What follows belongs to an exercise in optimizing a design on an open flow for small area; a production flow would make more cautious choices. The RTL was checked by simulation tests, not by an equivalence proof against the original design. The flow treats the clock pin as an ideal source, which a real chip does not have. Power and IR drop assume default switching activity.

==> build 35: inputs <==
// usb_tx
module usb_tx
(
	input logic clk,
	input logic n_rst,
	input logic [7:0] tx_packet_data,
	input logic [6:0] tx_packet_data_size,
	input logic [1:0] tx_packet,
	output logic tx_status,
	output logic get_tx_packet_data,
	output logic dplus_out,
	output logic dminus_out
);
==> module usb_tx, before the edit <==
module usb_tx
(
	input logic clk,
	input logic n_rst,
	input logic [7:0] tx_packet_data,
	input logic [6:0] tx_packet_data_size,
	input logic [1:0] tx_packet,
	output logic tx_status,
	output logic get_tx_packet_data,
	output logic dplus_out,
	output logic dminus_out
);
localparam logic [3:0] S_IDLE  = 4'd0,  S_START = 4'd1, S_SYNC  = 4'd2, S_LPID = 4'd3,
                       S_DPID  = 4'd4,  S_LDATA = 4'd5, S_SEND  = 4'd6, S_CRC0 = 4'd7,
                       S_WAIT  = 4'd8,  S_DELAY = 4'd9, S_EOP   = 4'd10;
logic [3:0] st, st_n;
logic [5:0] q;          
logic       act;        
logic [6:0] saved;      
logic [6:0] rem;        
logic       f512;
logic [2:0] bs;         
logic [7:1] nptsh;      
wire  [7:1] ptsh = ~nptsh;
logic       npts0;      
logic [15:0] crc;
logic [1:0] es;         
logic       dp, dm;
wire f8       = act & (q[2:0] == 3'd0);
wire f64      = act & (q == 6'd1);
wire stuffing = bs[2] & bs[1];
wire pts0     = ~npts0;
wire ser      = pts0;
wire in_start = (st == S_START);
wire in_dpid  = (st == S_DPID);
wire in_send  = (st == S_SEND);
wire clr      = in_start | (in_dpid & f64);
always_comb begin
	st_n = st;
	case (st)
		S_IDLE:  if (tx_packet != 2'b00) st_n = S_START;
		S_START: st_n = S_SYNC;
		S_SYNC:  if (f64) st_n = S_LPID;
		S_LPID:  st_n = (tx_packet == 2'b01) ? S_DPID : S_WAIT;
		S_DPID:  if (f64) st_n = S_LDATA;
		S_LDATA: st_n = f512 ? S_CRC0 : S_SEND;
		S_SEND:  if (f64) st_n = S_LDATA;
		S_CRC0:  if (f64) st_n = S_WAIT;
		S_WAIT:  if (f64) st_n = S_DELAY;
		S_DELAY: if (f8 | f64) st_n = S_EOP;
		S_EOP:   st_n = S_IDLE;
		default: st_n = 'x;
	endcase
	if (stuffing) st_n = st;
end
logic       load;
logic [7:0] dout;
always_comb begin
	load = 1'b0;
	dout = 'x;
	case (st)
		S_START: begin load = 1'b1; dout = 8'b10000000; end
		S_LPID:  begin load = 1'b1;
			if (tx_packet == 2'b01) dout = 8'b00111100;
			else if (tx_packet == 2'b10) dout = 8'b10110100;
			else dout = 8'b10100101;
		end
		S_LDATA: begin load = 1'b1; dout = f512 ? crc[7:0] : tx_packet_data; end
		S_CRC0:  begin load = f64; dout = crc[7:0]; end
		default: ;
	endcase
end
wire shift = f8 & ~stuffing & (st != S_IDLE);
assign tx_status = (st == S_EOP);
assign get_tx_packet_data = f64 & (in_dpid | (in_send & ~stuffing));
assign dplus_out = dp;
assign dminus_out = dm;
always_ff @(posedge clk, negedge n_rst) begin
	if (!n_rst) begin
		st <= S_IDLE;
		q <= 6'd0;
		act <= 1'b0;
		bs <= '0;
		npts0 <= 1'b0;
		es <= 2'd0;
		dp <= 1'b1;
		dm <= 1'b0;
	end else begin
		st <= st_n;
		if (clr) begin
			q <= 6'd0;
			act <= 1'b0;
		end else begin
			q <= q + 6'd1;
			act <= act | q[0];
		end
		if (f64) bs <= (~ser | stuffing) ? 3'd0 : bs + 3'd1;
		if (load) npts0 <= ~dout[0];
		else if (shift) npts0 <= ~ptsh[1];
		case (es)
			2'd0: begin
				if (dp == dm) begin dp <= 1'b1; dm <= 1'b0; end
				if (f8 & ~(ser & ~stuffing)) es <= 2'd1;
			end
			2'd1: begin dp <= ~dp; dm <= ~dm; es <= 2'd0; end
			2'd2: begin dp <= 1'b0; dm <= 1'b0; if (f8) es <= 2'd3; end
			2'd3: begin dp <= 1'b0; dm <= 1'b0; if (f8) es <= 2'd0; end
		endcase
		if (tx_status) es <= 2'd2;
	end
end
wire       in_crc0 = (st == S_CRC0);
wire       crc_en  = in_dpid | (f8 & (in_send | (in_crc0 & ~stuffing)));
wire       cx      = in_send & (ser ^ crc[15]);
wire       c0      = in_send ? (ser ^ crc[15]) : (in_crc0 & crc[15]);
wire       rz   = (rem == 7'd0);
wire [6:0] rsel = (in_dpid | (rz & f64)) ? saved : rem;
always_ff @(posedge clk) begin
	nptsh <= ~(({7{load}} & dout[7:1]) | ({7{~load & shift}} & {1'b1, ptsh[7:2]}) |
	           ({7{~load & ~shift}} & ptsh));
	if (in_start) saved <= tx_packet_data_size;
	rem <= rsel - {6'd0, f64 & ~in_dpid};
	f512 <= f64 & ~in_dpid & (rem == 7'd1) & (saved != 7'd0);
	if (crc_en)
		crc <= {crc[14] ^ cx, crc[13:2], crc[1] ^ cx, crc[0], c0};
end
endmodule
==> flow/config.mk <==
export PLATFORM = sky130hd
export DESIGN_NAME = usb_tx
export DESIGN_NICKNAME = usb_tx
export VERILOG_FILES = /design/flow/design.v
export SDC_FILE = /design/flow/constraint.sdc
export NUM_CORES = 4
export LEC_CHECK = 0
export CAP_MARGIN = 20
export CORE_MARGIN = 2
export CORE_UTILIZATION = 74
export PLACE_DENSITY = 0.88
export SLEW_MARGIN = 20
==> flow/constraint.sdc <==
create_clock -name core_clock -period 5.0 [get_ports {clk}]
set_input_delay 1.0000 -clock core_clock [delete_from_list [all_inputs] [get_ports {clk}]]
set_output_delay 1.0000 -clock core_clock [all_outputs]
set_load 0.01 [all_outputs]
standard.sh (not shown) runs the stock make flow with config.mk's settings and CLKGATE_MAP_FILE= SYNTH_SCRIPT=/design/flow/synth_recipe.tcl, a recipe that flattens the netlist after the stock synthesis.
==> flow/flow/run.sh <==
#!/bin/bash
# Own flow: the standard layout (standard.sh) with
#  - synthesis through flow/my_synth.tcl (area-oriented ABC mapping, best of several seeds,
#    no hard adder cells),
#  - the smallest buffer on every input and output port,
#  - a small clock tree built before CTS by flow/pre_cts.tcl (a root buffer and one
#    buffer per group of registers); CTS (flow/cts_args.txt) then finds nothing to add.
# Each tool's full output goes to the ORFS logs under orfs/logs; make's output to standard.log.
set -e
F=$(pwd)/flow
export MY_ABC_SEEDS="1 2 3 4 5 6 7 8 4:3 5:3 9:3 10:3 15:3 17:3"
export MY_ABC_TIME=20
export MY_CLK_BUF=sky130_fd_sc_hd__clkbuf_8
export MY_CLK_N=3
export MY_CLK_ROOT=sky130_fd_sc_hd__clkbuf_1
bash standard.sh \
  SYNTH_SCRIPT=$F/my_synth.tcl ADDER_MAP_FILE= \
  "BUFFER_PORTS_ARGS=-buffer_cell sky130_fd_sc_hd__buf_1" \
  "CTS_ARGS=$(cat $F/cts_args.txt)" PRE_CTS_TCL=$F/pre_cts.tcl \
  finish > standard.log 2>&1
mkdir -p logs
cp -r orfs/logs/* logs/ 2>/dev/null || true
==> flow/flow/my_synth.tcl <==
# The standard flow's synthesis script (synth_recipe.tcl) with one change: the technology
# mapping step runs an area-oriented ABC script instead of ORFS's, once per
# seed in MY_ABC_SEEDS, and keeps the smallest result. Only the combinational
# logic differs; the registers are mapped before this step and are untouched.
proc synth {args} { yosys synth -nofsm -noshare {*}$args }
proc abc {args} {
  set new {}
  set skip 0
  set lib ""
  set prev ""
  foreach a $args {
    if { $prev eq "-liberty" && $lib eq "" } { set lib $a }
    set prev $a
    if { $skip } { set skip 0; continue }
    if { $a eq "-script" } { set skip 1; continue }
    lappend new $a
  }
  yosys design -save pre_abc
  set best 1e30
  # each entry of MY_ABC_SEEDS is SEED or SEED:SECONDS (default MY_ABC_TIME)
  foreach run $::env(MY_ABC_SEEDS) {
    set parts [split $run :]
    set sd [lindex $parts 0]
    set t [expr { [llength $parts] > 1 ? [lindex $parts 1] : $::env(MY_ABC_TIME) }]
    yosys design -load pre_abc
    set f [file join $::env(OBJECTS_DIR) area_${sd}_$t.abc]
    set fh [open $f w]
    puts $fh "strash\n&get -n\n&deepsyn -T $t -S $sd\n&put\ndch -f\namap"
    close $fh
    yosys abc -script $f {*}$new
    set s [tee -q -s result.string stat -liberty $lib]
    if { [regexp {Chip area for module '[^']*': ([0-9.]+)} $s -> area] } {
      puts "ABC seed $sd ($t s): area $area"
      if { $area < $best } {
        set best $area
        yosys design -save best_abc
      }
    }
  }
  puts "ABC best area $best"
  yosys design -load best_abc
}
source $::env(SCRIPTS_DIR)/synth.tcl
# left out here: clear keep_hierarchy, flatten, clean up, hide names made inside functions, write 1_2_yosys.v
==> flow/flow/pre_cts.tcl <==
# Clock distribution for this small design: the register clock pins are split
# into MY_CLK_N groups by position (k-means), and one clock buffer per group,
# placed at the group's centre, drives that group. The clock port drives only
# these buffers (through one root buffer if MY_CLK_ROOT is set), so CTS finds
# no register sinks on its net and adds nothing.
set block [ord::get_db_block]
set db [ord::get_db]
set clknet [$block findNet clk]
set master [$db findMaster $::env(MY_CLK_BUF)]
set k $::env(MY_CLK_N)
set sinks {}
foreach it [$clknet getITerms] {
  set bb [[$it getInst] getBBox]
  lappend sinks [list $it [expr { ([$bb xMin] + [$bb xMax]) / 2.0 }] [expr { ([$bb yMin] + [$bb yMax]) / 2.0 }]]
}
set sinks [lsort -real -index 1 $sinks]
set n [llength $sinks]
# initial centres: spread along x
set cx {}; set cy {}
for { set j 0 } { $j < $k } { incr j } {
  set s [lindex $sinks [expr { int(($j + 0.5) * $n / $k) }]]
  lappend cx [lindex $s 1]; lappend cy [lindex $s 2]
}
for { set iter 0 } { $iter < 20 } { incr iter } {
  set asg {}
  foreach s $sinks {
    set best 0; set bd 1e30
    for { set j 0 } { $j < $k } { incr j } {
      set d [expr { abs([lindex $s 1] - [lindex $cx $j]) + abs([lindex $s 2] - [lindex $cy $j]) }]
      if { $d < $bd } { set bd $d; set best $j }
    }
    lappend asg $best
  }
  for { set j 0 } { $j < $k } { incr j } {
    set sx 0; set sy 0; set m 0
    foreach s $sinks a $asg {
      if { $a == $j } { set sx [expr { $sx + [lindex $s 1] }]; set sy [expr { $sy + [lindex $s 2] }]; incr m }
    }
    if { $m > 0 } { lset cx $j [expr { $sx / $m }]; lset cy $j [expr { $sy / $m }] }
  }
}
for { set j 0 } { $j < $k } { incr j } {
  set inst [odb::dbInst_create $block $master clkbuf_root_$j]
  set net [odb::dbNet_create $block clk_root_$j]
  $net setSigType CLOCK
  set m 0
  foreach s $sinks a $asg {
    if { $a == $j } {
      set it [lindex $s 0]
      $it disconnect
      $it connect $net
      incr m
    }
  }
  [$inst findITerm A] connect $clknet
  [$inst findITerm X] connect $net
  $inst setLocation [expr { int([lindex $cx $j]) }] [expr { int([lindex $cy $j]) }]
  $inst setPlacementStatus PLACED
  puts "Inserted clock buffer clkbuf_root_$j ($::env(MY_CLK_BUF)) driving $m register clock pins"
}
if { [info exists ::env(MY_CLK_ROOT)] && $::env(MY_CLK_ROOT) ne "" } {
  # one root buffer between the clock port and the group buffers
  set rinst [odb::dbInst_create $block [$db findMaster $::env(MY_CLK_ROOT)] clkbuf_root]
  set rnet [odb::dbNet_create $block clk_root]
  $rnet setSigType CLOCK
  foreach it [$clknet getITerms] {
    $it disconnect
    $it connect $rnet
  }
  [$rinst findITerm A] connect $clknet
  [$rinst findITerm X] connect $rnet
  set sx 0; set sy 0
  for { set j 0 } { $j < $k } { incr j } { set sx [expr { $sx + [lindex $cx $j] }]; set sy [expr { $sy + [lindex $cy $j] }] }
  $rinst setLocation [expr { int($sx / $k) }] [expr { int($sy / $k) }]
  $rinst setPlacementStatus PLACED
  puts "Inserted root clock buffer clkbuf_root ($::env(MY_CLK_ROOT))"
}
detailed_placement
Other scripts of this flow, unchanged in this note and not shown: flow/flow/cts_args.txt
==> trial 71: changes against build 35 <==
--- a/flow/design.v
+++ b/flow/design.v
@@ -14,22 +14,20 @@
                        S_DPID  = 4'd4,  S_LDATA = 4'd5, S_SEND  = 4'd6, S_CRC0 = 4'd7,
                        S_WAIT  = 4'd8,  S_DELAY = 4'd9, S_EOP   = 4'd10;
 logic [3:0] st, st_n;
-logic [5:0] q;          
-logic       act;        
+logic [5:0] ph;         
+logic       pre;        
 logic [6:0] saved;      
 logic [6:0] rem;        
 logic       f512;
 logic [2:0] bs;         
-logic [7:1] nptsh;      
-wire  [7:1] ptsh = ~nptsh;
-logic       npts0;      
+logic [7:1] ptsh;       
+logic       pts0;
 logic [15:0] crc;
 logic [1:0] es;         
 logic       dp, dm;
-wire f8       = act & (q[2:0] == 3'd0);
-wire f64      = act & (q == 6'd1);
+wire f8       = ~pre & (ph[2:0] == 3'd1);
+wire f64      = ~pre & (ph == 6'd2);
 wire stuffing = bs[2] & bs[1];
-wire pts0     = ~npts0;
 wire ser      = pts0;
 wire in_start = (st == S_START);
 wire in_dpid  = (st == S_DPID);
@@ -78,25 +76,25 @@
 always_ff @(posedge clk, negedge n_rst) begin
 	if (!n_rst) begin
 		st <= S_IDLE;
-		q <= 6'd0;
-		act <= 1'b0;
+		ph <= 6'd1;
+		pre <= 1'b1;
 		bs <= '0;
-		npts0 <= 1'b0;
+		pts0 <= 1'b1;
 		es <= 2'd0;
 		dp <= 1'b1;
 		dm <= 1'b0;
 	end else begin
 		st <= st_n;
 		if (clr) begin
-			q <= 6'd0;
-			act <= 1'b0;
+			ph <= 6'd1;
+			pre <= 1'b1;
 		end else begin
-			q <= q + 6'd1;
-			act <= act | q[0];
+			ph <= ph + 6'd1;
+			pre <= pre & ~ph[1];
 		end
 		if (f64) bs <= (~ser | stuffing) ? 3'd0 : bs + 3'd1;
-		if (load) npts0 <= ~dout[0];
-		else if (shift) npts0 <= ~ptsh[1];
+		if (load) pts0 <= dout[0];
+		else if (shift) pts0 <= ptsh[1];
 		case (es)
 			2'd0: begin
 				if (dp == dm) begin dp <= 1'b1; dm <= 1'b0; end
@@ -116,8 +114,8 @@
 wire       rz   = (rem == 7'd0);
 wire [6:0] rsel = (in_dpid | (rz & f64)) ? saved : rem;
 always_ff @(posedge clk) begin
-	nptsh <= ~(({7{load}} & dout[7:1]) | ({7{~load & shift}} & {1'b1, ptsh[7:2]}) |
-	           ({7{~load & ~shift}} & ptsh));
+	ptsh <= ({7{load}} & dout[7:1]) | ({7{~load & shift}} & {1'b1, ptsh[7:2]}) |
+	        ({7{~load & ~shift}} & ptsh);
 	if (in_start) saved <= tx_packet_data_size;
 	rem <= rsel - {6'd0, f64 & ~in_dpid};
 	f512 <= f64 & ~in_dpid & (rem == 7'd1) & (saved != 7'd0);
==> flow/flow/run.sh (replaced) <==
#!/bin/bash
# Own flow: the standard layout (standard.sh) with
#  - synthesis through flow/my_synth.tcl (area-oriented ABC mapping, no hard adder cells),
#  - the smallest buffer on every input and output port,
#  - a small clock tree (flow/cts_args.txt: small buffers, no dummy loads).
# Each tool's full output goes to the ORFS logs under orfs/logs; make's output to standard.log.
set -e
F=$(pwd)/flow
export MY_ABC_SCRIPT=$F/area.abc
export MY_CLK_BUF=sky130_fd_sc_hd__clkbuf_8
export MY_CLK_N=4
export MY_CLK_ROOT=sky130_fd_sc_hd__clkbuf_1
bash standard.sh \
  SYNTH_SCRIPT=$F/my_synth.tcl ADDER_MAP_FILE= \
  "BUFFER_PORTS_ARGS=-buffer_cell sky130_fd_sc_hd__buf_1" \
  "CTS_ARGS=$(cat $F/cts_args.txt)" PRE_CTS_TCL=$F/pre_cts.tcl \
  finish > standard.log 2>&1
mkdir -p logs
cp -r orfs/logs/* logs/ 2>/dev/null || true
==> flow/flow/area.abc (new file) <==
strash
&get -n
&deepsyn -T 60
&put
dch -f
amap
strash
&get -n
&deepsyn -T 30
&put
dch -f
amap
==> flow/flow/my_synth.tcl (replaced) <==
# The standard flow's synthesis script (synth_recipe.tcl) with one change: the technology
# mapping step runs an area-oriented ABC script (flow/area.abc) instead of
# ORFS's, so only the combinational logic differs; registers are untouched.
proc synth {args} { yosys synth -nofsm -noshare {*}$args }
proc abc {args} {
  set new {}
  set skip 0
  foreach a $args {
    if { $skip } { set skip 0; continue }
    if { $a eq "-script" } { set skip 1; continue }
    lappend new $a
  }
  yosys abc -script $::env(MY_ABC_SCRIPT) {*}$new
}
source $::env(SCRIPTS_DIR)/synth.tcl
# left out here: clear keep_hierarchy, flatten, clean up, hide names made inside functions, write 1_2_yosys.v
Settings changed: CORE_UTILIZATION 74 to 70, PLACE_DENSITY 0.88 to 0.85.
==> notes.md <==
item                                                                  trial 71     build 35
Status                                        no timing/DRC/antenna violations  no timing/DRC/antenna violations
Fraction of synthesized cell area taken by the top area cell type        0.291        0.297
Power share of the combinational group                                   0.019        0.014
Total internal power                                                    564 uW       543 uW
Starting utilization of the core area                                    0.723        0.768
Worst IR Drop VDD                                                       283 uV       264 uV
Placement-stage cell area                                           2530 sq um   2460 sq um
Met1 layer usage reported by global route                                0.332        0.341
Filler cells                                                               226          179
Ratio of cells with drive above 1 in the final layout                   0.0409       0.0196
DR pass1 iterations                                                          5            4
Met2 WL                                                                2370 um      1740 um
Arrival time reported for the critical path endpoint                   3.25 ns      2.86 ns
Pwr Density                                                        272 nW/um^2  266 nW/um^2
Number of placement rows                                                    21           20
Fin util                                                                 0.788        0.829
Maximum number of pins on one net before global-route repair                20           22
Count of non-filler cells in the finished layout                           315          299
Mean area per synthesized cell                                      9.89 sq um   10.2 sq um

what the ideal ports hide:
Ports are ideal in the flow. The routed layouts listed here were re-timed in OpenROAD. Step 1: set_driving_cell puts a clkbuf_16 on clk and a buf_2 on each other input, an assumption about the parent block. Step 2 also shifts input and output timing later by t, the mid clock arrival at the registers, as if the neighbouring blocks saw the same clock. Slacks: ideal / step 1 / step 2; pairs: ideal / step 1.
| run | t, ns | setup WS [ns] | worst setup path at the end | worst data-port slew with drivers (ns) | cell pins on the clock port's net |
|---|---|---|---|---|---|
| build 35 | 0.517 | 1.138 / 1.114 / 1.330 | register to register | 0.03 | 1 |
| trial 71 | 0.611 | 0.754 / 0.730 / 1.341 | register to output | 0.03 | 1 |
After both steps every run listed still meets setup and hold.
